This design comes from an exercise in tuning for small area, a short achievable clock period and few clock cycles on the open sky130 flow, not from production work.
Where RTL was checked, it was by simulation tests only, not by an equivalence proof against the original.
The RTL of runs 1 and 6 was laid out without a check of its function.

### flow/design.v
module mul11 (
  input  wire [10:0] x,
  input  wire [10:0] y,
  output wire [21:0] p
);
  wire pp0_0 = x[0] & y[0];
  wire pp0_1 = x[0] & y[1];
  wire pp0_2 = x[0] & y[2];
  wire pp0_3 = x[0] & y[3];
  wire pp0_4 = x[0] & y[4];
  wire pp0_5 = x[0] & y[5];
  wire pp0_6 = x[0] & y[6];
  wire pp0_7 = x[0] & y[7];
  wire pp0_8 = x[0] & y[8];
  wire pp0_9 = x[0] & y[9];
  wire pp0_10 = x[0] & y[10];
  wire pp1_0 = x[1] & y[0];
  wire pp1_1 = x[1] & y[1];
  wire pp1_2 = x[1] & y[2];
  wire pp1_3 = x[1] & y[3];
  wire pp1_4 = x[1] & y[4];
  wire pp1_5 = x[1] & y[5];
  wire pp1_6 = x[1] & y[6];
  wire pp1_7 = x[1] & y[7];
  wire pp1_8 = x[1] & y[8];
  wire pp1_9 = x[1] & y[9];
  wire pp1_10 = x[1] & y[10];
  wire pp2_0 = x[2] & y[0];
  wire pp2_1 = x[2] & y[1];
  wire pp2_2 = x[2] & y[2];
  wire pp2_3 = x[2] & y[3];
  wire pp2_4 = x[2] & y[4];
  wire pp2_5 = x[2] & y[5];
  wire pp2_6 = x[2] & y[6];
  wire pp2_7 = x[2] & y[7];
  wire pp2_8 = x[2] & y[8];
  wire pp2_9 = x[2] & y[9];
  wire pp2_10 = x[2] & y[10];
  wire pp3_0 = x[3] & y[0];
  wire pp3_1 = x[3] & y[1];
  wire pp3_2 = x[3] & y[2];
  wire pp3_3 = x[3] & y[3];
  wire pp3_4 = x[3] & y[4];
  wire pp3_5 = x[3] & y[5];
  wire pp3_6 = x[3] & y[6];
  wire pp3_7 = x[3] & y[7];
  wire pp3_8 = x[3] & y[8];
  wire pp3_9 = x[3] & y[9];
  wire pp3_10 = x[3] & y[10];
  wire pp4_0 = x[4] & y[0];
  wire pp4_1 = x[4] & y[1];
  wire pp4_2 = x[4] & y[2];
  wire pp4_3 = x[4] & y[3];
  wire pp4_4 = x[4] & y[4];
  wire pp4_5 = x[4] & y[5];
  wire pp4_6 = x[4] & y[6];
  wire pp4_7 = x[4] & y[7];
  wire pp4_8 = x[4] & y[8];
  wire pp4_9 = x[4] & y[9];
  wire pp4_10 = x[4] & y[10];
  wire pp5_0 = x[5] & y[0];
  wire pp5_1 = x[5] & y[1];
  wire pp5_2 = x[5] & y[2];
  wire pp5_3 = x[5] & y[3];
  wire pp5_4 = x[5] & y[4];
  wire pp5_5 = x[5] & y[5];
  wire pp5_6 = x[5] & y[6];
  wire pp5_7 = x[5] & y[7];
  wire pp5_8 = x[5] & y[8];
  wire pp5_9 = x[5] & y[9];
  wire pp5_10 = x[5] & y[10];
  wire pp6_0 = x[6] & y[0];
  wire pp6_1 = x[6] & y[1];
  wire pp6_2 = x[6] & y[2];
  wire pp6_3 = x[6] & y[3];
  wire pp6_4 = x[6] & y[4];
  wire pp6_5 = x[6] & y[5];
  wire pp6_6 = x[6] & y[6];
  wire pp6_7 = x[6] & y[7];
  wire pp6_8 = x[6] & y[8];
  wire pp6_9 = x[6] & y[9];
  wire pp6_10 = x[6] & y[10];
  wire pp7_0 = x[7] & y[0];
  wire pp7_1 = x[7] & y[1];
  wire pp7_2 = x[7] & y[2];
  wire pp7_3 = x[7] & y[3];
  wire pp7_4 = x[7] & y[4];
  wire pp7_5 = x[7] & y[5];
  wire pp7_6 = x[7] & y[6];
  wire pp7_7 = x[7] & y[7];
  wire pp7_8 = x[7] & y[8];
  wire pp7_9 = x[7] & y[9];
  wire pp7_10 = x[7] & y[10];
  wire pp8_0 = x[8] & y[0];
  wire pp8_1 = x[8] & y[1];
  wire pp8_2 = x[8] & y[2];
  wire pp8_3 = x[8] & y[3];
  wire pp8_4 = x[8] & y[4];
  wire pp8_5 = x[8] & y[5];
  wire pp8_6 = x[8] & y[6];
  wire pp8_7 = x[8] & y[7];
  wire pp8_8 = x[8] & y[8];
  wire pp8_9 = x[8] & y[9];
  wire pp8_10 = x[8] & y[10];
  wire pp9_0 = x[9] & y[0];
  wire pp9_1 = x[9] & y[1];
  wire pp9_2 = x[9] & y[2];
  wire pp9_3 = x[9] & y[3];
  wire pp9_4 = x[9] & y[4];
  wire pp9_5 = x[9] & y[5];
  wire pp9_6 = x[9] & y[6];
  wire pp9_7 = x[9] & y[7];
  wire pp9_8 = x[9] & y[8];
  wire pp9_9 = x[9] & y[9];
  wire pp9_10 = x[9] & y[10];
  wire pp10_0 = x[10] & y[0];
  wire pp10_1 = x[10] & y[1];
  wire pp10_2 = x[10] & y[2];
  wire pp10_3 = x[10] & y[3];
  wire pp10_4 = x[10] & y[4];
  wire pp10_5 = x[10] & y[5];
  wire pp10_6 = x[10] & y[6];
  wire pp10_7 = x[10] & y[7];
  wire pp10_8 = x[10] & y[8];
  wire pp10_9 = x[10] & y[9];
  wire pp10_10 = x[10] & y[10];
  wire t1 = pp0_9 ^ pp1_8;
  wire t2 = pp0_9 & pp1_8;
  wire t3 = pp0_10 ^ pp1_9 ^ pp2_8;
  wire t4 = (pp0_10 & pp1_9) | (pp0_10 & pp2_8) | (pp1_9 & pp2_8);
  wire t5 = pp3_7 ^ pp4_6;
  wire t6 = pp3_7 & pp4_6;
  wire t7 = pp1_10 ^ pp2_9 ^ pp3_8;
  wire t8 = (pp1_10 & pp2_9) | (pp1_10 & pp3_8) | (pp2_9 & pp3_8);
  wire t9 = pp4_7 ^ pp5_6;
  wire t10 = pp4_7 & pp5_6;
  wire t11 = pp2_10 ^ pp3_9 ^ pp4_8;
  wire t12 = (pp2_10 & pp3_9) | (pp2_10 & pp4_8) | (pp3_9 & pp4_8);
  wire t13 = pp0_6 ^ pp1_5;
  wire t14 = pp0_6 & pp1_5;
  wire t15 = pp0_7 ^ pp1_6 ^ pp2_5;
  wire t16 = (pp0_7 & pp1_6) | (pp0_7 & pp2_5) | (pp1_6 & pp2_5);
  wire t17 = pp3_4 ^ pp4_3;
  wire t18 = pp3_4 & pp4_3;
  wire t19 = pp0_8 ^ pp1_7 ^ pp2_6;
  wire t20 = (pp0_8 & pp1_7) | (pp0_8 & pp2_6) | (pp1_7 & pp2_6);
  wire t21 = pp3_5 ^ pp4_4 ^ pp5_3;
  wire t22 = (pp3_5 & pp4_4) | (pp3_5 & pp5_3) | (pp4_4 & pp5_3);
  wire t23 = pp6_2 ^ pp7_1;
  wire t24 = pp6_2 & pp7_1;
  wire t25 = t1 ^ pp2_7 ^ pp3_6;
  wire t26 = (t1 & pp2_7) | (t1 & pp3_6) | (pp2_7 & pp3_6);
  wire t27 = pp4_5 ^ pp5_4 ^ pp6_3;
  wire t28 = (pp4_5 & pp5_4) | (pp4_5 & pp6_3) | (pp5_4 & pp6_3);
  wire t29 = pp7_2 ^ pp8_1 ^ pp9_0;
  wire t30 = (pp7_2 & pp8_1) | (pp7_2 & pp9_0) | (pp8_1 & pp9_0);
  wire t31 = t3 ^ t5 ^ pp5_5;
  wire t32 = (t3 & t5) | (t3 & pp5_5) | (t5 & pp5_5);
  wire t33 = pp6_4 ^ pp7_3 ^ pp8_2;
  wire t34 = (pp6_4 & pp7_3) | (pp6_4 & pp8_2) | (pp7_3 & pp8_2);
  wire t35 = pp9_1 ^ pp10_0 ^ t2;
  wire t36 = (pp9_1 & pp10_0) | (pp9_1 & t2) | (pp10_0 & t2);
  wire t37 = t7 ^ t9 ^ pp6_5;
  wire t38 = (t7 & t9) | (t7 & pp6_5) | (t9 & pp6_5);
  wire t39 = pp7_4 ^ pp8_3 ^ pp9_2;
  wire t40 = (pp7_4 & pp8_3) | (pp7_4 & pp9_2) | (pp8_3 & pp9_2);
  wire t41 = pp10_1 ^ t4 ^ t6;
  wire t42 = (pp10_1 & t4) | (pp10_1 & t6) | (t4 & t6);
  wire t43 = t11 ^ pp5_7 ^ pp6_6;
  wire t44 = (t11 & pp5_7) | (t11 & pp6_6) | (pp5_7 & pp6_6);
  wire t45 = pp7_5 ^ pp8_4 ^ pp9_3;
  wire t46 = (pp7_5 & pp8_4) | (pp7_5 & pp9_3) | (pp8_4 & pp9_3);
  wire t47 = pp10_2 ^ t8 ^ t10;
  wire t48 = (pp10_2 & t8) | (pp10_2 & t10) | (t8 & t10);
  wire t49 = pp3_10 ^ pp4_9 ^ pp5_8;
  wire t50 = (pp3_10 & pp4_9) | (pp3_10 & pp5_8) | (pp4_9 & pp5_8);
  wire t51 = pp6_7 ^ pp7_6 ^ pp8_5;
  wire t52 = (pp6_7 & pp7_6) | (pp6_7 & pp8_5) | (pp7_6 & pp8_5);
  wire t53 = pp9_4 ^ pp10_3 ^ t12;
  wire t54 = (pp9_4 & pp10_3) | (pp9_4 & t12) | (pp10_3 & t12);
  wire t55 = pp4_10 ^ pp5_9 ^ pp6_8;
  wire t56 = (pp4_10 & pp5_9) | (pp4_10 & pp6_8) | (pp5_9 & pp6_8);
  wire t57 = pp7_7 ^ pp8_6 ^ pp9_5;
  wire t58 = (pp7_7 & pp8_6) | (pp7_7 & pp9_5) | (pp8_6 & pp9_5);
  wire t59 = pp5_10 ^ pp6_9 ^ pp7_8;
  wire t60 = (pp5_10 & pp6_9) | (pp5_10 & pp7_8) | (pp6_9 & pp7_8);
  wire t61 = pp0_4 ^ pp1_3;
  wire t62 = pp0_4 & pp1_3;
  wire t63 = pp0_5 ^ pp1_4 ^ pp2_3;
  wire t64 = (pp0_5 & pp1_4) | (pp0_5 & pp2_3) | (pp1_4 & pp2_3);
  wire t65 = pp3_2 ^ pp4_1;
  wire t66 = pp3_2 & pp4_1;
  wire t67 = t13 ^ pp2_4 ^ pp3_3;
  wire t68 = (t13 & pp2_4) | (t13 & pp3_3) | (pp2_4 & pp3_3);
  wire t69 = pp4_2 ^ pp5_1 ^ pp6_0;
  wire t70 = (pp4_2 & pp5_1) | (pp4_2 & pp6_0) | (pp5_1 & pp6_0);
  wire t71 = t15 ^ t17 ^ pp5_2;
  wire t72 = (t15 & t17) | (t15 & pp5_2) | (t17 & pp5_2);
  wire t73 = pp6_1 ^ pp7_0 ^ t14;
  wire t74 = (pp6_1 & pp7_0) | (pp6_1 & t14) | (pp7_0 & t14);
  wire t75 = t19 ^ t21 ^ t23;
  wire t76 = (t19 & t21) | (t19 & t23) | (t21 & t23);
  wire t77 = pp8_0 ^ t16 ^ t18;
  wire t78 = (pp8_0 & t16) | (pp8_0 & t18) | (t16 & t18);
  wire t79 = t25 ^ t27 ^ t29;
  wire t80 = (t25 & t27) | (t25 & t29) | (t27 & t29);
  wire t81 = t20 ^ t22 ^ t24;
  wire t82 = (t20 & t22) | (t20 & t24) | (t22 & t24);
  wire t83 = t31 ^ t33 ^ t35;
  wire t84 = (t31 & t33) | (t31 & t35) | (t33 & t35);
  wire t85 = t26 ^ t28 ^ t30;
  wire t86 = (t26 & t28) | (t26 & t30) | (t28 & t30);
  wire t87 = t37 ^ t39 ^ t41;
  wire t88 = (t37 & t39) | (t37 & t41) | (t39 & t41);
  wire t89 = t32 ^ t34 ^ t36;
  wire t90 = (t32 & t34) | (t32 & t36) | (t34 & t36);
  wire t91 = t43 ^ t45 ^ t47;
  wire t92 = (t43 & t45) | (t43 & t47) | (t45 & t47);
  wire t93 = t38 ^ t40 ^ t42;
  wire t94 = (t38 & t40) | (t38 & t42) | (t40 & t42);
  wire t95 = t49 ^ t51 ^ t53;
  wire t96 = (t49 & t51) | (t49 & t53) | (t51 & t53);
  wire t97 = t44 ^ t46 ^ t48;
  wire t98 = (t44 & t46) | (t44 & t48) | (t46 & t48);
  wire t99 = t55 ^ t57 ^ pp10_4;
  wire t100 = (t55 & t57) | (t55 & pp10_4) | (t57 & pp10_4);
  wire t101 = t50 ^ t52 ^ t54;
  wire t102 = (t50 & t52) | (t50 & t54) | (t52 & t54);
  wire t103 = t59 ^ pp8_7 ^ pp9_6;
  wire t104 = (t59 & pp8_7) | (t59 & pp9_6) | (pp8_7 & pp9_6);
  wire t105 = pp10_5 ^ t56 ^ t58;
  wire t106 = (pp10_5 & t56) | (pp10_5 & t58) | (t56 & t58);
  wire t107 = pp6_10 ^ pp7_9 ^ pp8_8;
  wire t108 = (pp6_10 & pp7_9) | (pp6_10 & pp8_8) | (pp7_9 & pp8_8);
  wire t109 = pp9_7 ^ pp10_6 ^ t60;
  wire t110 = (pp9_7 & pp10_6) | (pp9_7 & t60) | (pp10_6 & t60);
  wire t111 = pp7_10 ^ pp8_9 ^ pp9_8;
  wire t112 = (pp7_10 & pp8_9) | (pp7_10 & pp9_8) | (pp8_9 & pp9_8);
  wire t113 = pp0_3 ^ pp1_2;
  wire t114 = pp0_3 & pp1_2;
  wire t115 = t61 ^ pp2_2 ^ pp3_1;
  wire t116 = (t61 & pp2_2) | (t61 & pp3_1) | (pp2_2 & pp3_1);
  wire t117 = t63 ^ t65 ^ pp5_0;
  wire t118 = (t63 & t65) | (t63 & pp5_0) | (t65 & pp5_0);
  wire t119 = t67 ^ t69 ^ t64;
  wire t120 = (t67 & t69) | (t67 & t64) | (t69 & t64);
  wire t121 = t71 ^ t73 ^ t68;
  wire t122 = (t71 & t73) | (t71 & t68) | (t73 & t68);
  wire t123 = t75 ^ t77 ^ t72;
  wire t124 = (t75 & t77) | (t75 & t72) | (t77 & t72);
  wire t125 = t79 ^ t81 ^ t76;
  wire t126 = (t79 & t81) | (t79 & t76) | (t81 & t76);
  wire t127 = t83 ^ t85 ^ t80;
  wire t128 = (t83 & t85) | (t83 & t80) | (t85 & t80);
  wire t129 = t87 ^ t89 ^ t84;
  wire t130 = (t87 & t89) | (t87 & t84) | (t89 & t84);
  wire t131 = t91 ^ t93 ^ t88;
  wire t132 = (t91 & t93) | (t91 & t88) | (t93 & t88);
  wire t133 = t95 ^ t97 ^ t92;
  wire t134 = (t95 & t97) | (t95 & t92) | (t97 & t92);
  wire t135 = t99 ^ t101 ^ t96;
  wire t136 = (t99 & t101) | (t99 & t96) | (t101 & t96);
  wire t137 = t103 ^ t105 ^ t100;
  wire t138 = (t103 & t105) | (t103 & t100) | (t105 & t100);
  wire t139 = t107 ^ t109 ^ t104;
  wire t140 = (t107 & t109) | (t107 & t104) | (t109 & t104);
  wire t141 = t111 ^ pp10_7 ^ t108;
  wire t142 = (t111 & pp10_7) | (t111 & t108) | (pp10_7 & t108);
  wire t143 = pp8_10 ^ pp9_9 ^ pp10_8;
  wire t144 = (pp8_10 & pp9_9) | (pp8_10 & pp10_8) | (pp9_9 & pp10_8);
  wire t145 = pp0_2 ^ pp1_1;
  wire t146 = pp0_2 & pp1_1;
  wire t147 = t113 ^ pp2_1 ^ pp3_0;
  wire t148 = (t113 & pp2_1) | (t113 & pp3_0) | (pp2_1 & pp3_0);
  wire t149 = t115 ^ pp4_0 ^ t114;
  wire t150 = (t115 & pp4_0) | (t115 & t114) | (pp4_0 & t114);
  wire t151 = t117 ^ t62 ^ t116;
  wire t152 = (t117 & t62) | (t117 & t116) | (t62 & t116);
  wire t153 = t119 ^ t66 ^ t118;
  wire t154 = (t119 & t66) | (t119 & t118) | (t66 & t118);
  wire t155 = t121 ^ t70 ^ t120;
  wire t156 = (t121 & t70) | (t121 & t120) | (t70 & t120);
  wire t157 = t123 ^ t74 ^ t122;
  wire t158 = (t123 & t74) | (t123 & t122) | (t74 & t122);
  wire t159 = t125 ^ t78 ^ t124;
  wire t160 = (t125 & t78) | (t125 & t124) | (t78 & t124);
  wire t161 = t127 ^ t82 ^ t126;
  wire t162 = (t127 & t82) | (t127 & t126) | (t82 & t126);
  wire t163 = t129 ^ t86 ^ t128;
  wire t164 = (t129 & t86) | (t129 & t128) | (t86 & t128);
  wire t165 = t131 ^ t90 ^ t130;
  wire t166 = (t131 & t90) | (t131 & t130) | (t90 & t130);
  wire t167 = t133 ^ t94 ^ t132;
  wire t168 = (t133 & t94) | (t133 & t132) | (t94 & t132);
  wire t169 = t135 ^ t98 ^ t134;
  wire t170 = (t135 & t98) | (t135 & t134) | (t98 & t134);
  wire t171 = t137 ^ t102 ^ t136;
  wire t172 = (t137 & t102) | (t137 & t136) | (t102 & t136);
  wire t173 = t139 ^ t106 ^ t138;
  wire t174 = (t139 & t106) | (t139 & t138) | (t106 & t138);
  wire t175 = t141 ^ t110 ^ t140;
  wire t176 = (t141 & t110) | (t141 & t140) | (t110 & t140);
  wire t177 = t143 ^ t112 ^ t142;
  wire t178 = (t143 & t112) | (t143 & t142) | (t112 & t142);
  wire t179 = pp9_10 ^ pp10_9 ^ t144;
  wire t180 = (pp9_10 & pp10_9) | (pp9_10 & t144) | (pp10_9 & t144);
  wire [21:0] ra = {1'b0, pp10_10, t179, t177, t175, t173, t171, t169, t167, t165, t163, t161, t159, t157, t155, t153, t151, t149, t147, t145, pp0_1, pp0_0};
  wire [21:0] rb = {1'b0, t180, t178, t176, t174, t172, t170, t168, t166, t164, t162, t160, t158, t156, t154, t152, t150, t148, t146, pp2_0, pp1_0, 1'b0};
  assign p = ra + rb;
endmodule
`default_nettype none
module control #(
  parameter W = 16,
  parameter N = 3
) (
  input  wire                         i_clk,
  input  wire                         i_rst,
  input  wire                         i_en,
  input  wire                         i_mode,
  input  wire [    W * N * N - 1 : 0] i_A,
  input  wire [    W * N * N - 1 : 0] i_B,
  output wire [    W * N * N - 1 : 0] o_C,
  output wire                         o_done
);
  localparam [3:0] LAST = 4'd11;
  reg [3:0] cnt;
  reg       done;
  always @(posedge i_clk) begin
    if (i_rst | ~i_en) begin
      cnt  <= 4'd0;
      done <= 1'b0;
    end else begin
      if (cnt != LAST) cnt <= cnt + 4'd1;
      done <= (cnt >= LAST - 4'd1);
    end
  end
  assign o_done = done;
  reg mode;
  always @(posedge i_clk) mode <= i_mode;
  reg [15:0] a_op;
  reg [15:0] b_op0, b_op1, b_op2;
  always @(posedge i_clk) begin
    case (cnt)
      4'd0: a_op <= i_A[0*16 +: 16];
      4'd1: a_op <= i_A[1*16 +: 16];
      4'd2: a_op <= i_A[2*16 +: 16];
      4'd3: a_op <= i_A[3*16 +: 16];
      4'd4: a_op <= i_A[4*16 +: 16];
      4'd5: a_op <= i_A[5*16 +: 16];
      4'd6: a_op <= i_A[6*16 +: 16];
      4'd7: a_op <= i_A[7*16 +: 16];
      default: a_op <= i_A[8*16 +: 16];
    endcase
    if (cnt < 4'd3) begin
      b_op0 <= i_B[0*16 +: 16]; b_op1 <= i_B[1*16 +: 16]; b_op2 <= i_B[2*16 +: 16];
    end else if (cnt < 4'd6) begin
      b_op0 <= i_B[3*16 +: 16]; b_op1 <= i_B[4*16 +: 16]; b_op2 <= i_B[5*16 +: 16];
    end else begin
      b_op0 <= i_B[6*16 +: 16]; b_op1 <= i_B[7*16 +: 16]; b_op2 <= i_B[8*16 +: 16];
    end
  end
  reg clr;
  always @(posedge i_clk) clr <= (cnt <= 4'd2);
  wire [47:0] c0, c1, c2;
  mac_lane lane0(.clk(i_clk), .mode(mode), .clr(clr), .a(a_op), .b(b_op0), .r0(c0[32 +: 16]), .r1(c0[16 +: 16]), .ro(c0[0 +: 16]));
  mac_lane lane1(.clk(i_clk), .mode(mode), .clr(clr), .a(a_op), .b(b_op1), .r0(c1[32 +: 16]), .r1(c1[16 +: 16]), .ro(c1[0 +: 16]));
  mac_lane lane2(.clk(i_clk), .mode(mode), .clr(clr), .a(a_op), .b(b_op2), .r0(c2[32 +: 16]), .r1(c2[16 +: 16]), .ro(c2[0 +: 16]));
  assign o_C[0*16 +: 16] = c0[0 +: 16];
  assign o_C[1*16 +: 16] = c1[0 +: 16];
  assign o_C[2*16 +: 16] = c2[0 +: 16];
  assign o_C[3*16 +: 16] = c0[16 +: 16];
  assign o_C[4*16 +: 16] = c1[16 +: 16];
  assign o_C[5*16 +: 16] = c2[16 +: 16];
  assign o_C[6*16 +: 16] = c0[32 +: 16];
  assign o_C[7*16 +: 16] = c1[32 +: 16];
  assign o_C[8*16 +: 16] = c2[32 +: 16];
endmodule
module mac_lane (
  input  wire        clk,
  input  wire        mode,
  input  wire        clr,
  input  wire [15:0] a,
  input  wire [15:0] b,
  output reg  [15:0] r0,
  output reg  [15:0] r1,
  output reg  [15:0] ro
);
  wire [15:0] p;
  fmul u_mul(.mode(mode), .a(a), .b(b), .c(p));
  reg [15:0] p_q;
  always @(posedge clk) p_q <= p;
  wire [15:0] sum;
  fadd u_add(.mode(mode), .x(p_q), .y(r2), .c(sum));
  reg [15:0] r2;
  always @(posedge clk) begin
    r0 <= sum;
    r1 <= r0;
    r2 <= clr ? 16'h0000 : r1;
    ro <= r1;
  end
endmodule
module fmul (
  input  wire        mode,
  input  wire [15:0] a,
  input  wire [15:0] b,
  output wire [15:0] c
);
  wire [6:0] ma7 = a[7] ? -a[6:0] : a[6:0];
  wire [6:0] mb7 = b[7] ? -b[6:0] : b[6:0];
  wire [10:0] x = mode ? {1'b1, a[9:0]} : {4'b0, ma7};
  wire [10:0] y = mode ? {1'b1, b[9:0]} : {4'b0, mb7};
  wire [21:0] p;
  mul11 u_mul(.x(x), .y(y), .p(p));
  wire [5:0] s = a[14:10] + b[14:10];
  wire ovf = s >= 6'd47;
  wire unf = s < 6'd15;
  wire [4:0] e = s[4:0] - 5'd15;
  wire [4:0] ex = p[21] ? e + 5'd1 : e;
  wire [9:0] mt = p[21] ? p[20:11] : p[19:10];
  wire sg = a[15] ^ b[15];
  wire zero = ~|a | ~|b;
  wire [15:0] fp = zero ? 16'h0000 : unf ? {sg, 15'b0} : ovf ? {sg, 5'b11111, 10'b0} : {sg, ex, mt};
  wire neg = a[7] ^ b[7];
  wire pz = (a[6:0] == 7'd0) | (b[6:0] == 7'd0);
  assign c = mode ? fp : {neg, neg & pz, p[13:0]};
endmodule
module fadd (
  input  wire        mode,
  input  wire [15:0] x,
  input  wire [15:0] y,
  output wire [15:0] c
);
  wire neg = x[15];
  wire [4:0] ex = x[14:10], ey = y[14:10];
  wire xz = (x[14:0] == 15'd0);
  wire yz = (y[14:0] == 15'd0);
  wire byp = xz | yz;
  wire sub = (x[15] ^ y[15]) & ~byp;
  wire xgt = x[14:0] > y[14:0];
  wire xbig = mode & ~xz & (yz | xgt);
  wire [4:0] dxy = ex - ey;
  wire [4:0] dyx = ey - ex;
  wire [4:0] eb = xbig ? ex : ey;
  wire [9:0] mb = xbig ? x[9:0] : y[9:0];
  wire sg = xbig ? x[15] : y[15];
  wire [10:0] alx = {~byp, x[9:0] & {10{~byp}}} >> dyx;
  wire [10:0] aly = {~byp, y[9:0] & {10{~byp}}} >> dxy;
  wire [10:0] al = xbig ? aly : alx;
  wire [15:0] opa = mode ? {5'd0, 1'b1, mb} : {y[15:10], mb};
  wire [15:0] opb = mode ? {5'd0, al ^ {11{sub}}} : {neg, neg, x[13:0] ^ {14{neg}}};
  wire [15:0] sum = opa + opb + {15'd0, mode ? sub : neg};
  wire [10:0] m = sum[10:0];
  reg [2:0] nz;
  always @(*) begin
    if (m[10:4] == 7'b0000001) nz = 3'd6;
    else if (m[10:5] == 6'b000001) nz = 3'd5;
    else if (m[10:6] == 5'b00001) nz = 3'd4;
    else if (m[10:7] == 4'b0001) nz = 3'd3;
    else if (m[10:8] == 3'b001) nz = 3'd2;
    else if (m[10:9] == 2'b01) nz = 3'd1;
    else nz = 3'd0;
  end
  wire [10:0] mn = m << nz;
  wire [14:0] r = sub ? {eb - {2'b0, nz}, mn[9:0]} :
                  sum[11] ? {eb + 5'd1, m[10:1]} : {eb, m[9:0]};
  assign c = mode ? {sg, r} : {sum[15] ^ x[14], sum[14:0]};
endmodule
`default_nettype wire
### flow/standard.sh
#!/bin/bash
# synth_recipe.tcl (not shown) runs the flow's synth.tcl, then flattens the netlist and writes it again
# the make line also repeats each setting of config.mk as NAME=value (left out here)
make -C /OpenROAD-flow-scripts/flow DESIGN_CONFIG=/design/flow/config.mk WORK_HOME=/design/flow/orfs CLKGATE_MAP_FILE= SYNTH_SCRIPT=/design/flow/synth_recipe.tcl "${@:-finish}"
### flow/config.mk
export PLATFORM = sky130hd
export DESIGN_NAME = control
export DESIGN_NICKNAME = control
export VERILOG_FILES = /design/flow/design.v
export SDC_FILE = /design/flow/constraint.sdc
export NUM_CORES = 8
export LEC_CHECK = 0
export CAP_MARGIN = 20
export CORE_MARGIN = 2
export CORE_UTILIZATION = 40
export SLEW_MARGIN = 20
### flow/flow/run.sh
#!/bin/bash
# The standard flow, with plain buffers (buf_1) on the ports, and timing
# repair asked to leave 24.5 ns of setup slack
bash standard.sh BUFFER_PORTS_ARGS="-buffer_cell sky130_fd_sc_hd__buf_1" SETUP_SLACK_MARGIN=24.5 finish > standard.log 2>&1
### flow/constraint.sdc
create_clock -name core_clock -period 32.0 [get_ports {i_clk}]
set_input_delay 6.4000 -clock core_clock [delete_from_list [all_inputs] [get_ports {i_clk}]]
set_output_delay 6.4000 -clock core_clock [all_outputs]
set_load 0.01 [all_outputs]
==> flow_metrics.tcl, run 1 <==
set metrics [dict create \
    outcome "no timing/DRC/antenna violations" \
    grt-ovfl-total 0 \
    die_area_um2 85500 \
    min_period_over_period 0.234 \
    design_area_um2 38200 \
    cts_tree "yes" \
    worst_hold_slack_ns 0.339 \
    layout_commonest_cell "nor2_1" \
    grt_pass1_vias 30200 \
    cp_cell_sequence "buf_6" \
    period_minus_slack_ns 7.48 \
    ys.flop_type "dfxtp_1" \
    seq_area_frac_synth 0.187 \
    dieHeight_um 292 \
    seqCellArea_um2 6330 \
    place.gp.congestion 0.957 \
    htree_num_levels 2 \
    rsz0062_at_grt "true" \
    crit_fanout 3 \
    yosys-top-cells-area "dfxtp_1 19%, fa_1 16%, ha_1 8.9%" \
    firstDrtPassIters 6 \
    cts.path.max_buffers 3 \
    cts_num_sinks 311 \
    ys_types 98 \
    slew_viol_final 0 \
    async_flop_share 0 \
    required_ns 25.60 \
    area_growth_pct 14.7 \
    stdcell_count 5461 \
    start_util 0.405 \
    fmax_mhz 134 \
    drive_gt1_frac 0.111 \
    first_iter_violations 2316 \
    crit_buf_inv 1 \
    dp_hpwl_mm 91.3 \
    finalHoldViolations 0 \
    synth_top_area_share 0.187 \
    cts_inserted_buffers 38 \
    std_cell_rows 105 \
    synth-edff-count 0 \
    cp_slowest_stage_delay_ns 0.39 \
    synth_largest_area_cell "dfxtp_1" \
    layout_common_cells "440 x nor2_1, 365 x inv_1, 341 x buf_1" \
    die_w_um 292 \
    endpoint_kind "primary output" \
    io_pins 437 \
    crit_arrival_ns 1.08 \
    coreArea_um2 82200 \
    finalSetupViolCount 0 \
    critPathLaunchType "register" \
    slew_headroom 0.263 \
    ant_nets 0 \
    grt_use_total 0.264 \
    skew_ns 0.0285 \
    n_fill_cell 8282 \
    synth-seq-cells 311 \
    dp.cells 5356 \
    cp_top_family "flip-flops" \
    drt-wirelength-per-cell_um 21.3 \
    grt_max_degree 97 \
    maxCapViolations 0 \
    tns_ns 0 \
    grt_pass1_wl_mm 177 \
    num_vias 31300 \
    hold_buffers 0 \
    syn-num-nets 4786 \
    worst_pin_slew_ns 1.10 \
    synthesis.area_um2 33300 \
    io_buffers 436 \
    yosys_warnings 3 \
    worstSkewPairLatency_ns 0.58 \
    syn_area_per_cell_um2 8.32 \
    hp-class "reg -> reg" \
    clkTransAtPathRegs_ns 0.07 \
    antenna_found_initial 4 \
    cts_root_buffer "clkbuf_16" \
    drc 0 \
    placed_area_um2 35900 \
    fin_nets 5149 \
    worst_path_max_delay_cell "dfxtp_4" \
    crit_type "reg -> out" \
    avgViaCountPerCell 5.73 \
    drt_wl_total_mm 116 \
    multi_input_area_um2 25300 \
    synth_cells 3997 \
]
## cell type report
cell class                 instances  area share
inverter                         371      0.0369
clock inverter                    26     0.00925
timing repair inverter             1    0.000131
tap                             1070      0.0351
sequential                       311       0.166
timing repair buffer             502      0.0616
antenna                            1   0.0000656
clock buffer                      44      0.0269
multi-input combinational       3135       0.664
## cells in the mapped netlist (all sizes together), types with 13 or more instances
cell	instances
mux2i	144
clkbuf	144
a21oi	237
a2111oi	13
nor3	83
ha	236
buf	39
inv	371
o22ai	54
xor2	84
a211oi	37
or2	37
a21o	71
nor2b	80
or3	23
fa	261
a22oi	74
a221oi	15
and2	28
nor4	38
xnor2	158
o211ai	36
mux2	42
o21bai	15
nand2b	35
nand3	80
nand2	271
nand4	36
and3	46
dfxtp	311
o31ai	18
o21a	32
mux4	19
a31oi	46
o221ai	15
o21ai	173
nor2	440
## timing repair
action,4_1_cts,5_1_grt
resized for setup,154,75
pin swaps,2,10
cloned,2,2
setup endpoints to repair,122,85
buffers inserted,12,16
## path summary, 6_finish.rpt
check                     from           end  slack, ns  depth (start not counted)
setup / recovery  lane0.r1[15]       o_C[63]      24.52                          1
hold / removal    lane1.r0[13]  lane1.r1[13]       0.34                          0
setup reg to reg          mode  lane0.p_q[6]      24.78                         22
hold reg to reg   lane1.r0[13]  lane1.r1[13]       0.34                          0
## through the flow
step	utilization	setup WS, ns
finish	0.464	24.52
global route	0.464	24.48
CTS	0.458	24.48
detailed placement	0.437	24.21
global placement	0.437	24.30
floorplan	-	24.99
## logic make-up (layout without fill, tap and decap cells)
group           count (synthesis)  after routing  share of synthesized area
mux                           205            205                     0.0705
xor+xnor                      242            245                     0.0645
simple gates                 1231           1231                      0.175
buf+inv                       554            944                     0.0632
other cells                     0              1                          0
compound gates                957            957                      0.194
fa+ha+maj                     497            497                      0.246
flops                         311            311                      0.187
## metal layers
metal | up-vias | global-route usage | share of wire
li1 | 14700 | - | -
met3 | 227 | 0.0420 | 0.072
met5 | - | 0 | 0.00011
met1 | 15000 | 0.337 | 0.41
met4 | 2 | 0.114 | 0.047
met2 | 1349 | 0.442 | 0.47
==> run 2: changes to the inputs <==
--- a/flow/design.v
+++ b/flow/design.v
@@ -364,5 +364,5 @@
   wire [47:0] c0, c1, c2;
-  mac_lane lane0(.clk(i_clk), .mode(mode), .clr(clr), .a(a_op), .b(b_op0), .r0(c0[32 +: 16]), .r1(c0[16 +: 16]), .ro(c0[0 +: 16]));
-  mac_lane lane1(.clk(i_clk), .mode(mode), .clr(clr), .a(a_op), .b(b_op1), .r0(c1[32 +: 16]), .r1(c1[16 +: 16]), .ro(c1[0 +: 16]));
-  mac_lane lane2(.clk(i_clk), .mode(mode), .clr(clr), .a(a_op), .b(b_op2), .r0(c2[32 +: 16]), .r1(c2[16 +: 16]), .ro(c2[0 +: 16]));
+  mac_lane lane0(.clk(i_clk), .mode(mode), .clr(clr), .a(a_op), .b(b_op0), .r0(c0[32 +: 16]), .r1(c0[16 +: 16]), .r2(c0[0 +: 16]));
+  mac_lane lane1(.clk(i_clk), .mode(mode), .clr(clr), .a(a_op), .b(b_op1), .r0(c1[32 +: 16]), .r1(c1[16 +: 16]), .r2(c1[0 +: 16]));
+  mac_lane lane2(.clk(i_clk), .mode(mode), .clr(clr), .a(a_op), .b(b_op2), .r0(c2[32 +: 16]), .r1(c2[16 +: 16]), .r2(c2[0 +: 16]));
   assign o_C[0*16 +: 16] = c0[0 +: 16];
@@ -385,3 +385,3 @@
   output reg  [15:0] r1,
-  output reg  [15:0] ro
+  output reg  [15:0] r2
 );
@@ -393,3 +393,2 @@
   fadd u_add(.mode(mode), .x(p_q), .y(r2), .c(sum));
-  reg [15:0] r2;
   always @(posedge clk) begin
@@ -398,3 +397,2 @@
     r2 <= clr ? 16'h0000 : r1;
-    ro <= r1;
   end
--- a/flow/config.mk
+++ b/flow/config.mk
@@ -7,2 +7,3 @@
 export LEC_CHECK = 0
+export ABC_AREA = 1
 export CAP_MARGIN = 20
==> run 2 against run 1 <==
Effect of this change:
- still clean on timing, DRC and antenna
- global-route usage increased by 2.5 points
- first-iteration DRC count increased by 36%
- sequential cell count decreased by 48
- count of clock-buffer cells in the layout decreased by 6
- synthesized cell count increased by 34%
- routed wire length increased by 11%
- sequential share of layout area decreased by 2.5 points
- cell count increased by 27%
- clock skew decreased by 0.0021 ns
- critical path depth unchanged
- largest cell class unchanged
==> flow_metrics.tcl, run 2 <==
set metrics [dict create \
    grt_pass1_vias 34500 \
    first_iter_violations 3139 \
    crit_arrival_ns 1.12 \
    endpoint_kind "primary output" \
    grt_pass1_wl_mm 197 \
    ys_types 56 \
    synth_compound_area_frac 0.126 \
    required_ns 25.60 \
    maxCapViolations 0 \
    pre_cts_slack_ns 24.34 \
    drt-wirelength-per-cell_um 18.7 \
    crit_fanout 2 \
    placed_area_um2 36500 \
    place.gp.congestion 1.02 \
    die_w_um 295 \
    synth-edff-count 0 \
    cts_inserted_buffers 31 \
    slew_viol_final 0 \
    cts_num_sinks 263 \
    multi_input_area_um2 24600 \
    antenna_found_initial 6 \
    grt-ovfl-total 0 \
    cp_slowest_stage_delay_ns 0.39 \
    io_buffers 436 \
    worst_pin_slew_ns 1.02 \
    coreArea_um2 83800 \
    io_pins 437 \
    yosys-top-cells-area "nand2_1 16%, dfxtp_1 15%, fa_1 15%" \
    synth_largest_area_cell "nand2_1" \
    start_util 0.405 \
    skew_ns 0.0265 \
    drc 0 \
    std_cell_rows 106 \
    yosysMostFrequentCell "nand2_1" \
    worst_slack_ns 24.48 \
    syn_area_per_cell_um2 6.33 \
    synthesis.area_um2 34000 \
    n_fill_cell 8888 \
    finalSetupViolCount 0 \
    worst_path_max_delay_cell "dfxtp_4" \
    synth_cells 5367 \
    dp_hpwl_mm 104 \
    synth_xor_area_frac 0.0239 \
    synth-seq-cells 263 \
    fin_nets 6545 \
    async_flop_share 0 \
    cp_top_family "flip-flops" \
    cts.path.max_buffers 3 \
    clkTransAtPathRegs_ns 0.08 \
    min_period_over_period 0.235 \
    grt_max_degree 143 \
    worst_hold_slack_ns 0.338 \
    seq_area_frac_synth 0.155 \
    num_vias 36500 \
    cts_root_buffer "clkbuf_16" \
    outcome "no timing/DRC/antenna violations" \
    synth_simple_gate_area_share 0.332 \
    yosys_warnings 3 \
    synth_fa_ha_area_frac 0.241 \
    cp_cell_sequence "buf_6" \
    crit_type "reg -> out" \
    hp-class "reg -> reg" \
    finalHoldViolations 0 \
    area_growth_pct 15.7 \
    period_minus_slack_ns 7.52 \
    fmax_mhz 133 \
    design_area_um2 39300 \
    ant_nets 0 \
    ys_top_cells_by_count "1420 x nand2_1, 878 x inv_1, 532 x nand3_1, 525 x nor2_1, 315 x o21ai_0" \
    crit_buf_inv 1 \
    worstSkewPairLatency_ns 0.63 \
    drive_gt1_frac 0.0922 \
    synth_top_family_by_area "simple AND/OR/NAND/NOR gates" \
    dieHeight_um 295 \
    drt_wl_total_mm 129 \
    layout_commonest_cell "nand2_1" \
    syn-num-nets 6156 \
    slew_headroom 0.315 \
    synth_top_area_share 0.157 \
    firstDrtPassIters 8 \
    layout_common_cells "1417 x nand2_1, 873 x inv_1, 530 x nand3_1" \
    htree_num_levels 1 \
    grt_use_total 0.289 \
    ys.flop_type "dfxtp_1" \
    tns_ns 0 \
    critPathLaunchType "register" \
    synthMuxAreaShare 0.000589 \
    die_area_um2 87300 \
    seqCellArea_um2 5540 \
    rsz0062_at_grt "true" \
    cts_tree "yes" \
    avgViaCountPerCell 5.28 \
]
run 2: stage by stage:
step,instances,utilization
4_1_cts,6899,0.463
3_5_place_dp,6791,0.436
5_1_grt,6919,0.469
2_1_floorplan,5367,-
6_report,6919,0.469
3_3_place_gp,6791,0.436
run 2: layout make-up:
| type | count | share of cell area |
|---|---|---|
| Clock inverter | 19 | 0.00595 |
| Inverter | 909 | 0.0873 |
| Sequential cell | 263 | 0.141 |
| Timing Repair Buffer | 525 | 0.0811 |
| Clock buffer | 38 | 0.0214 |
| Tap cell | 1134 | 0.0361 |
| Timing Repair inverter | 2 | 0.000318 |
| Multi-Input combinational cell | 4024 | 0.627 |
| Antenna cell | 5 | 0.000318 |
run 2: path summary, 6_finish.rpt:
path / cells past startpoint / slack [ns] / endpoint / from
worst max-delay path: 1 / 24.48 / o_C[31] / lane1.r2[15]
worst max register to register: 28 / 24.95 / lane1.p_q[7] / a_op[0]
worst min-delay path: 0 / 0.34 / lane1.r1[15] / lane1.r0[15]
worst min register to register: 0 / 0.34 / lane1.r1[15] / lane1.r0[15]
run 2: layer usage:
metal | vias up | GRT usage | wire [µm]
li1 | 17900 | - | -
met1 | 16800 | 0.376 | 54100
met2 | 1558 | 0.473 | 58500
met3 | 231 | 0.0438 | 10100
met4 | 0 | 0.130 | 6450
met5 | - | 0 | 0
run 2: kinds of logic (layout without fill, tap and decap cells):
family	Yosys count	after routing
simple gates	2681	2681
flops	263	263
xor+xnor	92	92
mux	2	2
compound gates	752	752
other cells	0	5
fa+ha+maj	497	497
buf+inv	1080	1493
run 2: what timing repair did:
item / CTS / global route
endpoints found under the setup margin: 157 / 170
gates resized for setup: 364 / 93
hold buffers: 0 / 0
gates cloned: 1 / 1
setup buffers: 50 / 14
Testbench counts of run 2, summed over its fixed seeds: cycles 38,400.
==> run 3: changes to the inputs <==
--- a/flow/config.mk
+++ b/flow/config.mk
@@ -7,3 +7,2 @@
 export LEC_CHECK = 0
-export ABC_AREA = 1
 export CAP_MARGIN = 20
==> run 3 against run 2 <==
Effect of this change:
- clock skew fell by 0.0028 ns
- still clean
- die area is 7.6% lower
- cell count is 23% lower
- global-route usage shrank 2.7 points
- largest cell class unchanged
==> flow_metrics.tcl, run 3 <==
set metrics [dict create \
    start_util 0.404 \
    synth-seq-cells 263 \
    yosys_warnings 3 \
    fin_nets 5017 \
    antenna_found_initial 6 \
    finalSetupViolCount 0 \
    cp_cell_sequence "buf_4 > buf_6" \
    layout_commonest_cell "nor2_1" \
    synth_largest_area_cell "dfxtp_1" \
    io_buffers 436 \
    cts.path.max_buffers 3 \
    tns_ns 0 \
    place.gp.congestion 0.941 \
    slew_viol_final 0 \
    grt_pass1_wl_mm 166 \
    finalCoreUtilization 0.476 \
    crit_arrival_ns 1.20 \
    finalHoldViolations 0 \
    worstHoldEndpoint "lane2.r1[8]" \
    period_minus_slack_ns 7.60 \
    grt_pass1_vias 28500 \
    seq_area_frac_synth 0.168 \
    drt-wirelength-per-cell_um 20.9 \
    rsz0062_at_grt "true" \
    maxCapViolations 0 \
    clkTransAtPathRegs_ns 0.07 \
    fmax_mhz 132 \
    cp_top_family "flip-flops" \
    async_flop_share 0 \
    worst_path_max_delay_cell "dfxtp_4" \
    die_w_um 284 \
    area_growth_pct 17.6 \
    crit_buf_inv 2 \
    die_area_um2 80700 \
    critPathLaunchType "register" \
    num_vias 29900 \
    synth_top_area_share 0.168 \
    cts_tree "yes" \
    firstDrtPassIters 6 \
    synthesis.area_um2 31400 \
    ys.flop_type "dfxtp_1" \
    grt_max_degree 117 \
    rrSetupSlack_ns 24.91 \
    ys_top_cells_by_count "487 x nor2_1, 362 x inv_1, 263 x dfxtp_1, 261 x fa_1, 249 x nand2_1" \
    avgViaCountPerCell 5.65 \
    dp_hpwl_mm 84.8 \
    std_cell_rows 102 \
    hp-start "lane2.r0[8]" \
    ant_nets 0 \
    endpoint_kind "primary output" \
    drt_wl_total_mm 111 \
    hold_depth 0 \
    coreArea_um2 77600 \
    min_period_over_period 0.237 \
    cts_num_sinks 263 \
    ys_types 102 \
    drive_gt1_frac 0.145 \
    syn-num-nets 4619 \
    reg2regPathDepth 28 \
    synth_cells 3830 \
    yosys-top-cells-area "dfxtp_1 17%, fa_1 17%, ha_1 9.4%" \
    r2r_start "lane2.r2[2]" \
    reg2reg_to "lane2.r0[13]" \
    worst_hold_slack_ns 0.343 \
    dieHeight_um 284 \
    first_iter_violations 2304 \
    syn_area_per_cell_um2 8.19 \
    grt-ovfl-total 0 \
    grt_use_total 0.262 \
    hp-class "reg -> reg" \
    yosysMostFrequentCell "nor2_1" \
    drc 0 \
    synth-edff-count 0 \
    required_ns 25.60 \
    crit_fanout 2 \
    slew_headroom 0.233 \
    htree_num_levels 1 \
    cts_root_buffer "clkbuf_16" \
    io_pins 437 \
    skew_ns 0.0237 \
    outcome "no timing/DRC/antenna violations" \
    cp_slowest_stage_delay_ns 0.34 \
    crit_type "reg -> out" \
    layout_common_cells "485 x nor2_1, 361 x inv_1, 291 x buf_1" \
    worst_pin_slew_ns 1.14 \
    cts_inserted_buffers 31 \
    worstSkewPairLatency_ns 0.62 \
]
-- run 3: changes by cell type after synthesis, sizes merged, moves of 120 or more --
cell | previous run | this run
o21ai | 343 | 165
nand2 | 1455 | 249
nand3 | 533 | 76
mux2i | 2 | 146
xnor2 | 39 | 159
inv | 889 | 362
-- run 3: per-layer routing --
metal  vias to the layer above  routed length, µm  track usage  share of wire
li1                      14000                  -            -              -
met1                     14300              46500        0.348           0.42
met2                      1360              50600        0.425           0.46
met3                       217               8300       0.0334          0.075
met4                         0               5470        0.117          0.049
met5                         -                  0            0              0
-- run 3: layout make-up --
class | instances | area [µm²]
Clock buffer | 42 | 877
Clock inverter | 15 | 143
Antenna cell | 5 | 12.5
Timing Repair Buffer | 549 | 3310
Sequential cell | 263 | 5560
Fill cell | 7664 | 40700
Tap cell | 1040 | 1300
Multi-Input combinational cell | 3020 | 24300
Inverter | 363 | 1370
-- run 3: repair_timing --
action,CTS,global route
gates cloned,1,2
buffers inserted,58,12
endpoints found under the setup margin,176,198
gates resized for setup,339,133
pin swaps,2,5
hold buffers,0,0
-- run 3: worst max path at each step --
stage | startpoint | end | depth (start not counted)
4_1_cts | mode | lane2.p_q[14] | 24
6_report | lane0.r2[10] | o_C[10] | 2
2_1_floorplan | a_op[0] | lane0.p_q[13] | 26
3_3_place_gp | mode | lane0.p_q[13] | 24
5_1_grt | lane0.r2[10] | lane0.r0[14] | 29
3_5_place_dp | mode | lane0.p_q[13] | 24
-- run 3: through the flow --
stage               setup WS, ns  instance area (µm²)  cells
detailed placement         23.62                34000   5162
global placement           23.71                34000   5162
CTS                        24.42                36300   5278
floorplan                  24.84                31400   3830
finish                     24.40                36900   5297
global route               24.26                36900   5297
-- run 3: kinds of logic after synthesis --
| group | after synthesis | share of synthesized area |
|---|---|---|
| muxes | 205 | 0.0753 |
| xor gates and xnor gates | 241 | 0.0680 |
| AOI/OAI and AO/OA | 864 | 0.181 |
| adders and majority gates | 497 | 0.261 |
| buffers and inverters | 550 | 0.0673 |
| DFF | 263 | 0.168 |
| and+or+nand+nor | 1210 | 0.180 |
==> run 4: changes to the inputs <==
==> flow/run.sh (new file) <==
#!/bin/bash
# synth_recipe.tcl (not shown) runs the flow's synth.tcl, then flattens the netlist and writes it again
# the make line also repeats each setting of config.mk as NAME=value (left out here)
make -C /OpenROAD-flow-scripts/flow DESIGN_CONFIG=/design/flow/config.mk WORK_HOME=/design/flow/orfs CLKGATE_MAP_FILE= SYNTH_SCRIPT=/design/flow/synth_recipe.tcl finish
removed: flow/flow/run.sh
removed: flow/standard.sh
==> run 4 against run 3 <==
Effect of this change:
- first-iteration DRC count decreased by 4.1%
- highest routed layer is now met5
- still clean on timing, DRC and antenna
- routed wire length decreased by 2.5%
- count of clock-buffer cells in the layout decreased by 7
- worst setup slack got worse by 0.61 ns
- maximum frequency decreased by 7.5%
- register-to-register slack got worse by 0.93 ns
- via count decreased by 2.6%
==> flow_metrics.tcl, run 4 <==
set metrics [dict create \
    cts_num_sinks 263 \
    min_period_over_period 0.257 \
    design_area_um2 38000 \
    hold_buffers 0 \
    firstDrtPassIters 6 \
    std_cell_rows 102 \
    htree_num_levels 1 \
    cts_root_buffer "clkbuf_16" \
    synthesis.area_um2 31400 \
    tns_ns 0 \
    post_cts_resize_count 0 \
    synth_cells 3830 \
    async_flop_share 0 \
    slew_viol_final 0 \
    yosys-top-cells-area "dfxtp_1 17%, fa_1 17%, ha_1 9.4%" \
    synth_top_area_share 0.168 \
    drive_gt1_frac 0.0593 \
    worstSkewPairLatency_ns 0.61 \
    worst_path_max_delay_cell "clkdlybuf4s50_1" \
    crit_arrival_ns 1.81 \
    area_growth_pct 21.0 \
    io_buffers 436 \
    synth_largest_area_cell "dfxtp_1" \
    die_area_um2 80700 \
    ys_top_cells_by_count "487 x nor2_1, 362 x inv_1, 263 x dfxtp_1, 261 x fa_1, 249 x nand2_1" \
    cp_cell_sequence "clkdlybuf4s50_1" \
    ys_types 102 \
    clkTransAtPathRegs_ns 0.06 \
    fin_nets 4950 \
    start_util 0.404 \
    avgViaCountPerCell 5.57 \
    grt_max_degree 87 \
    syn_area_per_cell_um2 8.19 \
    placed_area_um2 36800 \
    period_minus_slack_ns 8.21 \
    dp_hpwl_mm 86.1 \
    rsz0062_at_grt "false" \
    die_w_um 284 \
    syn-num-nets 4619 \
    cts.path.max_buffers 3 \
    yosysMostFrequentCell "nor2_1" \
    coreArea_um2 77600 \
    seq_area_frac_synth 0.168 \
    grt_pass1_vias 28600 \
    grt_use_total 0.261 \
    fmax_mhz 122 \
    yosys_warnings 3 \
    drt_wl_total_mm 108 \
    synth-seq-cells 263 \
    maxCapViolations 0 \
    drc 0 \
    crit_fanout 8 \
    cts_inserted_buffers 30 \
    antenna_found_initial 9 \
    required_ns 25.60 \
    num_vias 29100 \
    stdcell_count 5231 \
    drt-wirelength-per-cell_um 20.7 \
    worst_hold_slack_ns 0.347 \
    grt_pass1_wl_mm 167 \
    dp.cells 5168 \
    first_iter_violations 2210 \
    worst_pin_slew_ns 1.13 \
    outcome "no timing/DRC/antenna violations" \
    endpoint_kind "primary output" \
    crit_buf_inv 1 \
    ant_nets 0 \
    critPathLaunchType "register" \
    crit_type "reg -> out" \
    skew_ns 0.0279 \
    dieHeight_um 284 \
    hp-class "reg -> reg" \
    place.gp.congestion 0.941 \
    slew_headroom 0.240 \
    cp_top_family "buffers and inverters" \
    layout_commonest_cell "nor2_1" \
    io_pins 437 \
    finalSetupViolCount 0 \
    finalHoldViolations 0 \
    cts_setup_buffers 0 \
    ys.flop_type "dfxtp_1" \
    cp_slowest_stage_delay_ns 0.62 \
    layout_common_cells "487 x nor2_1, 436 x clkdlybuf4s50_1, 361 x inv_1" \
    grt-ovfl-total 0 \
    synth-edff-count 0 \
    cts_tree "yes" \
]
run 4: worst paths after layout:
kind | depth (start not counted) | start | end | slack (ns)
worst min-delay path | 0 | lane0.r0[1] | lane0.r1[1] | 0.35
worst max-delay path | 1 | lane1.r2[15] | o_C[31] | 23.79
worst max register to register | 25 | a_op[0] | lane0.p_q[13] | 23.98
worst min register to register | 0 | lane0.r0[1] | lane0.r1[1] | 0.35
run 4: layer usage:
layer | track usage | wire [µm] | vias to the layer above
li1 | - | - | 13900
met1 | 0.353 | 47600 | 14000
met2 | 0.425 | 49600 | 1076
met3 | 0.0307 | 6610 | 182
met4 | 0.102 | 4440 | 2
met5 | 0 | 9 | -
run 4: layout make-up:
cell class              count  area, µm²
fillers                  7698      39600
well taps                1040       1300
clock buffers              35        811
diodes                      7       17.5
inverters                 363       1360
repair buffers            486       4740
flip-flops and latches    263       5270
multi-input cells        3017      24100
clock inverters            20        349
run 4: stage by stage:
stage / utilization / setup slack [ns]
finish: 0.489 / 23.79
global route: 0.489 / 23.59
CTS: 0.489 / 23.76
detailed placement: 0.474 / 24.04
global placement: 0.474 / 24.08
floorplan: - / 24.84
run 4: kinds of logic (layout without fill, tap and decap cells):
logic type	Yosys count	count (layout)	share of synthesized area
buf+inv	550	904	0.0673
other cells	0	7	0
compound gates	864	864	0.181
flops	263	263	0.168
simple gates	1210	1210	0.180
fa+ha+maj	497	497	0.261
mux	205	205	0.0753
xor+xnor	241	241	0.0680
==> run 5: changes to the inputs <==
==> flow/flow/run.sh (new file) <==
#!/bin/bash
# The standard flow, with plain buffers (buf_1) on the ports, and timing
# repair asked to leave 24.65 ns of setup slack
bash standard.sh BUFFER_PORTS_ARGS="-buffer_cell sky130_fd_sc_hd__buf_1" SETUP_SLACK_MARGIN=24.65 finish > standard.log 2>&1
==> flow/standard.sh (new file) <==
#!/bin/bash
# synth_recipe.tcl (not shown) runs the flow's synth.tcl, then flattens the netlist and writes it again
# the make line also repeats each setting of config.mk as NAME=value (left out here)
make -C /OpenROAD-flow-scripts/flow DESIGN_CONFIG=/design/flow/config.mk WORK_HOME=/design/flow/orfs CLKGATE_MAP_FILE= SYNTH_SCRIPT=/design/flow/synth_recipe.tcl "${@:-finish}"
removed: flow/run.sh
==> run 5 against run 4 <==
Effect of this change:
- register-to-register slack improved by 1.1 ns
- core utilization shrank 0.72 points
- routed wire length is 3.4% higher
- worst setup slack improved by 0.71 ns
- highest routed layer is now met4
- critical endpoint is now o_C[20]
- synthesized cell count unchanged
- non-clock buffer count rose by 86
- count of clock-buffer cells in the layout increased by 7
- cell count grew 1.7%
- global-route usage rose by 0.46 points
- maximum frequency rose by 9.5%
- synthesized area stayed put
==> flow_metrics.tcl, run 5 <==
set metrics [dict create \
    outcome "no timing/DRC/antenna violations" \
    crit_type "reg -> out" \
    grt_pass1_wl_mm 168 \
    yosysMostFrequentCell "nor2_1" \
    coreArea_um2 77600 \
    syn_area_per_cell_um2 8.19 \
    ys_top_cells_by_count "487 x nor2_1, 362 x inv_1, 263 x dfxtp_1, 261 x fa_1, 249 x nand2_1" \
    layout_commonest_cell "nor2_1" \
    dieHeight_um 284 \
    first_iter_violations 2338 \
    htree_num_levels 1 \
    synth-edff-count 0 \
    num_vias 30100 \
    grt-ovfl-total 0 \
    cts_inserted_buffers 31 \
    async_flop_share 0 \
    synth_cells 3830 \
    synth_largest_area_cell "dfxtp_1" \
    rsz0062_at_grt "true" \
    avgViaCountPerCell 5.66 \
    drive_gt1_frac 0.153 \
    period_minus_slack_ns 7.50 \
    critPathLaunchType "register" \
    ant_nets 0 \
    yosys-top-cells-area "dfxtp_1 17%, fa_1 17%, ha_1 9.4%" \
    reg2regPathDepth 28 \
    maxCapViolations 0 \
    worstSkewPairLatency_ns 0.62 \
    io_pins 437 \
    cp_num_cells 1 \
    std_cell_rows 102 \
    syn-num-nets 4619 \
    yosys_warnings 3 \
    cp_slowest_stage_delay_ns 0.36 \
    slew_headroom 0.234 \
    dp_hpwl_mm 84.8 \
    cp_cell_sequence "buf_6" \
    hp-class "reg -> reg" \
    synth-seq-cells 263 \
    worst_hold_slack_ns 0.344 \
    tns_ns 0 \
    crit_fanout 2 \
    fmax_mhz 133 \
    finalHoldViolations 0 \
    ys_types 102 \
    slew_viol_final 0 \
    seq_area_frac_synth 0.168 \
    synthesis.area_um2 31400 \
    clkTransAtPathRegs_ns 0.07 \
    grt_pass1_vias 28700 \
    dp.cells 5162 \
    io_buffers 436 \
    die_area_um2 80700 \
    required_ns 25.60 \
    min_period_over_period 0.234 \
    crit_arrival_ns 1.10 \
    antenna_found_initial 6 \
    cts.path.max_buffers 3 \
    finalSetupViolCount 0 \
    cts_root_buffer "clkbuf_16" \
    hold_depth 0 \
    firstDrtPassIters 6 \
    layout_common_cells "484 x nor2_1, 361 x inv_1, 291 x buf_1" \
    cts_num_sinks 263 \
    skew_ns 0.0211 \
    area_growth_pct 19.3 \
    die_w_um 284 \
    grt_max_degree 117 \
    stdcell_count 5320 \
    cts_tree "yes" \
    grt_use_total 0.265 \
    drt_wl_total_mm 112 \
    fin_nets 5040 \
    start_util 0.404 \
    cp_top_family "flip-flops" \
    endpoint_kind "primary output" \
    drt-wirelength-per-cell_um 21.0 \
    drc 0 \
    worst_path_max_delay_cell "dfxtp_4" \
    synth_top_area_share 0.168 \
    place.gp.congestion 0.941 \
    finalCoreUtilization 0.482 \
    crit_buf_inv 1 \
    worst_pin_slew_ns 1.14 \
    ys.flop_type "dfxtp_1" \
]
-- run 5: worst paths after layout --
check	end	slack, ns	start
max	o_C[20]	24.50	lane1.r2[4]
min	lane0.r1[9]	0.34	lane0.r0[9]
max reg2reg	lane2.r0[13]	25.03	lane2.r2[2]
min reg2reg	lane0.r1[9]	0.34	lane0.r0[9]
-- run 5: repair_timing --
item / 4_1_cts / 5_1_grt
endpoints found under the hold margin: 0 / 0
resized for setup: 475 / 54
setup buffers: 64 / 29
gates cloned: 2 / 1
pin swaps: 4 / 8
hold buffers: 0 / 0
endpoints found under the setup margin: 199 / 212
-- run 5: cell type report --
cell class / instances / area, µm²
fill: 7580 / 40200
tap: 1040 / 1300
clock buffer: 42 / 877
multi-input combinational: 3020 / 24300
inverter: 363 / 1370
clock inverter: 15 / 143
antenna: 5 / 12.5
sequential: 263 / 5580
timing repair buffer: 572 / 3790
-- run 5: cells by family after synthesis --
kind of cell    Yosys count  share of synthesized area
simple gates           1210                      0.180
compound gates          864                      0.181
buf+inv                 550                     0.0673
fa+ha+maj               497                      0.261
flops                   263                      0.168
xor+xnor                241                     0.0680
mux                     205                     0.0753
-- run 5: per-layer routing --
layer | wire, µm | GRT usage
met1 | 47100 | 0.350
met2 | 51300 | 0.435
met3 | 7970 | 0.0336
met4 | 5440 | 0.117
met5 | 0 | 0
-- run 5: metrics by stage --
step                      worst slack, ns  instance area (µm²)
after floorplan                     24.84                31400
after global placement              23.71                34000
after detailed placement            23.62                34000
after CTS                           24.46                36900
after global routing                24.47                37400
final                               24.50                37400
==> run 6: changes to the inputs <==
--- a/flow/design.v
+++ b/flow/design.v
@@ -361,8 +361,8 @@
   end
-  reg clr;
-  always @(posedge i_clk) clr <= (cnt <= 4'd2);
+  reg [2:0] first;
+  always @(posedge i_clk) first <= {3{(cnt >= 4'd1) & (cnt <= 4'd3)}};
   wire [47:0] c0, c1, c2;
-  mac_lane lane0(.clk(i_clk), .mode(mode), .clr(clr), .a(a_op), .b(b_op0), .r0(c0[32 +: 16]), .r1(c0[16 +: 16]), .r2(c0[0 +: 16]));
-  mac_lane lane1(.clk(i_clk), .mode(mode), .clr(clr), .a(a_op), .b(b_op1), .r0(c1[32 +: 16]), .r1(c1[16 +: 16]), .r2(c1[0 +: 16]));
-  mac_lane lane2(.clk(i_clk), .mode(mode), .clr(clr), .a(a_op), .b(b_op2), .r0(c2[32 +: 16]), .r1(c2[16 +: 16]), .r2(c2[0 +: 16]));
+  mac_lane lane0(.clk(i_clk), .mode(mode), .first(first[0]), .a(a_op), .b(b_op0), .r0(c0[32 +: 16]), .r1(c0[16 +: 16]), .r2(c0[0 +: 16]));
+  mac_lane lane1(.clk(i_clk), .mode(mode), .first(first[1]), .a(a_op), .b(b_op1), .r0(c1[32 +: 16]), .r1(c1[16 +: 16]), .r2(c1[0 +: 16]));
+  mac_lane lane2(.clk(i_clk), .mode(mode), .first(first[2]), .a(a_op), .b(b_op2), .r0(c2[32 +: 16]), .r1(c2[16 +: 16]), .r2(c2[0 +: 16]));
   assign o_C[0*16 +: 16] = c0[0 +: 16];
@@ -380,3 +380,3 @@
   input  wire        mode,
-  input  wire        clr,
+  input  wire        first,
   input  wire [15:0] a,
@@ -392,3 +392,3 @@
   wire [15:0] sum;
-  fadd u_add(.mode(mode), .x(p_q), .y(r2), .c(sum));
+  fadd u_add(.mode(mode), .x(p_q), .y(r2 & {16{~first}}), .c(sum));
   always @(posedge clk) begin
@@ -396,3 +396,3 @@
     r1 <= r0;
-    r2 <= clr ? 16'h0000 : r1;
+    r2 <= r1;
   end
==> flow/flow/run.sh (replaced) <==
#!/bin/bash
# The standard flow, with plain buffers (buf_1) on the ports, and timing
# repair asked to leave 24.5 ns of setup slack
bash standard.sh BUFFER_PORTS_ARGS="-buffer_cell sky130_fd_sc_hd__buf_1" SETUP_SLACK_MARGIN=24.5 finish > standard.log 2>&1
==> run 6 against run 5 <==
Effect of this change:
- still clean
- global-route usage up 0.79 points
- die area up 1.8%
- synthesized area up 1.8%
- maximum frequency about the same
- count of clock-buffer cells in the layout down 6
- sequential share of layout area down 0.21 points
- hold slack worse by 0.013 ns
- cell count up 1.5%
- clock skew up 0.0020 ns
- core utilization down 0.54 points
- critical path type unchanged
- highest routed layer unchanged
==> flow_metrics.tcl, run 6 <==
set metrics [dict create \
    outcome "no timing/DRC/antenna violations" \
    cp_top_family "flip-flops" \
    dp_hpwl_mm 89.4 \
    io_pins 437 \
    synth_simple_gate_area_share 0.181 \
    finalHoldViolations 0 \
    yosys_warnings 3 \
    cts_root_buffer "clkbuf_16" \
    start_util 0.404 \
    grt_use_total 0.273 \
    area_growth_pct 18.0 \
    cts_num_sinks 263 \
    std_cell_rows 103 \
    r2r_start "a_op[0]" \
    ys.flop_type "dfxtp_1" \
    clkTransAtPathRegs_ns 0.06 \
    ys_types 91 \
    drt_wl_total_mm 116 \
    worst_hold_slack_ns 0.331 \
    syn-num-nets 4700 \
    die_area_um2 82100 \
    synth_xor_area_frac 0.0661 \
    drt-wirelength-per-cell_um 21.5 \
    grt_pass1_vias 30100 \
    worst_pin_slew_ns 1.18 \
    grt_max_degree 66 \
    placed_area_um2 34600 \
    synth-seq-cells 263 \
    design_area_um2 37700 \
    hp-start "lane2.r1[8]" \
    top_usage_layer "met2" \
    tns_ns 0 \
    critPathLaunchType "register" \
    grt-ovfl-total 0 \
    synth_compound_area_frac 0.195 \
    place.gp.congestion 0.960 \
    slew_viol_final 0 \
    stdcell_count 5399 \
    reg2reg_to "lane2.p_q[14]" \
    cp_cell_sequence "buf_6" \
    maxCapViolations 0 \
    grt_use_met2 0.453 \
    worst_path_max_delay_cell "dfxtp_4" \
    cts_inserted_buffers 31 \
    yosys-top-cells-area "dfxtp_1 16%, fa_1 16%, ha_1 9.3%" \
    drc 0 \
    die_w_um 287 \
    synth_cells 3910 \
    cp_slowest_stage_delay_ns 0.38 \
    finalSetupViolCount 0 \
    async_flop_share 0 \
    seq_area_frac_synth 0.165 \
    drive_gt1_frac 0.146 \
    crit_fanout 2 \
    yosysMostFrequentCell "nor2_1" \
    crit_type "reg -> out" \
    layout_common_cells "468 x nor2_1, 352 x inv_1, 291 x buf_1" \
    synthMuxAreaShare 0.0714 \
    required_ns 25.60 \
    globalRouteMet3Util 0.0267 \
    cts.path.max_buffers 3 \
    antenna_found_initial 2 \
    period_minus_slack_ns 7.50 \
    num_vias 30800 \
    rrSetupSlack_ns 24.78 \
    layout_commonest_cell "nor2_1" \
    syn_area_per_cell_um2 8.17 \
    hp-class "reg -> reg" \
    coreArea_um2 79000 \
]
run 6: cell types whose count changed in the layout (fill, tap and decap cells not counted), sizes merged, moves of 28 or more:
cell,delta
a21oi,-28
a22oi,-64
a22o,+35
nor2b,-28
a221oi,+32
nor3,+28
run 6: kinds of logic after synthesis:
family | Yosys count
AO/OA/AOI/OAI | 916
XOR/XNOR | 241
adder cells (fa/ha/maj) | 498
buffers and inverters | 544
flip-flops | 263
multiplexers | 203
AND/OR/NAND/NOR | 1245
run 6: routing by layer:
layer | part of all wire | vias to the layer above
met5 | 0 | -
met2 | 0.46 | 1230
li1 | - | 14500
met4 | 0.044 | 0
met1 | 0.43 | 14900
met3 | 0.061 | 218
run 6: what timing repair did:
item | CTS | global route
setup buffers | 60 | 21
pin swaps | 3 | 10
gates cloned | 2 | 1
gates resized for setup | 407 | 66
endpoints found under the hold margin | 0 | 0
hold buffers | 0 | 0
endpoints found under the setup margin | 235 | 77
run 6: worst max path at each step:
stage | from | to | slack, ns | depth (start not counted)
4_1_cts | lane0.r2[14] | o_C[14] | 24.44 | 1
2_1_floorplan | first[0] | lane1.r0[14] | 24.60 | 33
3_5_place_dp | first[0] | lane0.r0[14] | 22.84 | 26
5_1_grt | lane0.r2[15] | o_C[15] | 24.46 | 1
3_3_place_gp | first[0] | lane0.r0[14] | 23.03 | 26
6_report | lane0.r2[15] | o_C[15] | 24.50 | 1
run 6: through the flow:
stage          worst slack, ns
6_report                 24.50
5_1_grt                  24.46
4_1_cts                  24.44
3_5_place_dp             22.84
3_3_place_gp             23.03
2_1_floorplan            24.60
run 6: cell type report:
class | count | area (µm²)
inverters | 358 | 1370
clock buffers | 36 | 825
clock inverters | 21 | 267
multi-input cells | 3104 | 25000
repair buffers | 565 | 3370
fillers | 7817 | 41300
well taps | 1050 | 1310
repair inverters | 1 | 5.00
diodes | 1 | 2.50
flip-flops and latches | 263 | 5530

==> what the ideal ports hide <==
No port has a modelled driver above. Below, the same layouts with a new extraction and two added sets of constraints.
Step 1 sets driving cells, clkbuf_16 on the clock port and buf_2 on the other inputs (assumed; they add their load-dependent delay and slew).
Step 2, shift: input delay + t, output delay - t, t = (earliest + latest rising clock arrival at the registers) / 2. This alone moves slack from input paths to output paths.
a / b / c = no drivers / after step 1 / after step 2; a / b = the first two.
run	t, ns	setup slack, ns	worst hold slack (ns)	worst setup path after step 2
run 1	0.629	24.516 / 24.453 / 24.649	0.339 / 0.339 / 0.339	input to register
run 2	0.682	24.477 / 24.407 / 24.653	0.338 / 0.338 / 0.338	input to register
run 3	0.670	24.403 / 24.343 / 24.565	0.343 / 0.343 / 0.343	input to register
run 4	0.660	23.790 / 23.729 / 23.978	0.347 / 0.347 / 0.347	register to register
run 5	0.669	24.500 / 24.440 / 24.547	0.344 / 0.344 / 0.344	input to register
run 6	0.661	24.500 / 24.432 / 24.203	0.331 / 0.331 / 0.331	input to register
After both steps every run listed still meets setup and hold. The setup slack of run 6, which loses most, moves by -0.068 ns with the drivers and by -0.297 ns with both steps.
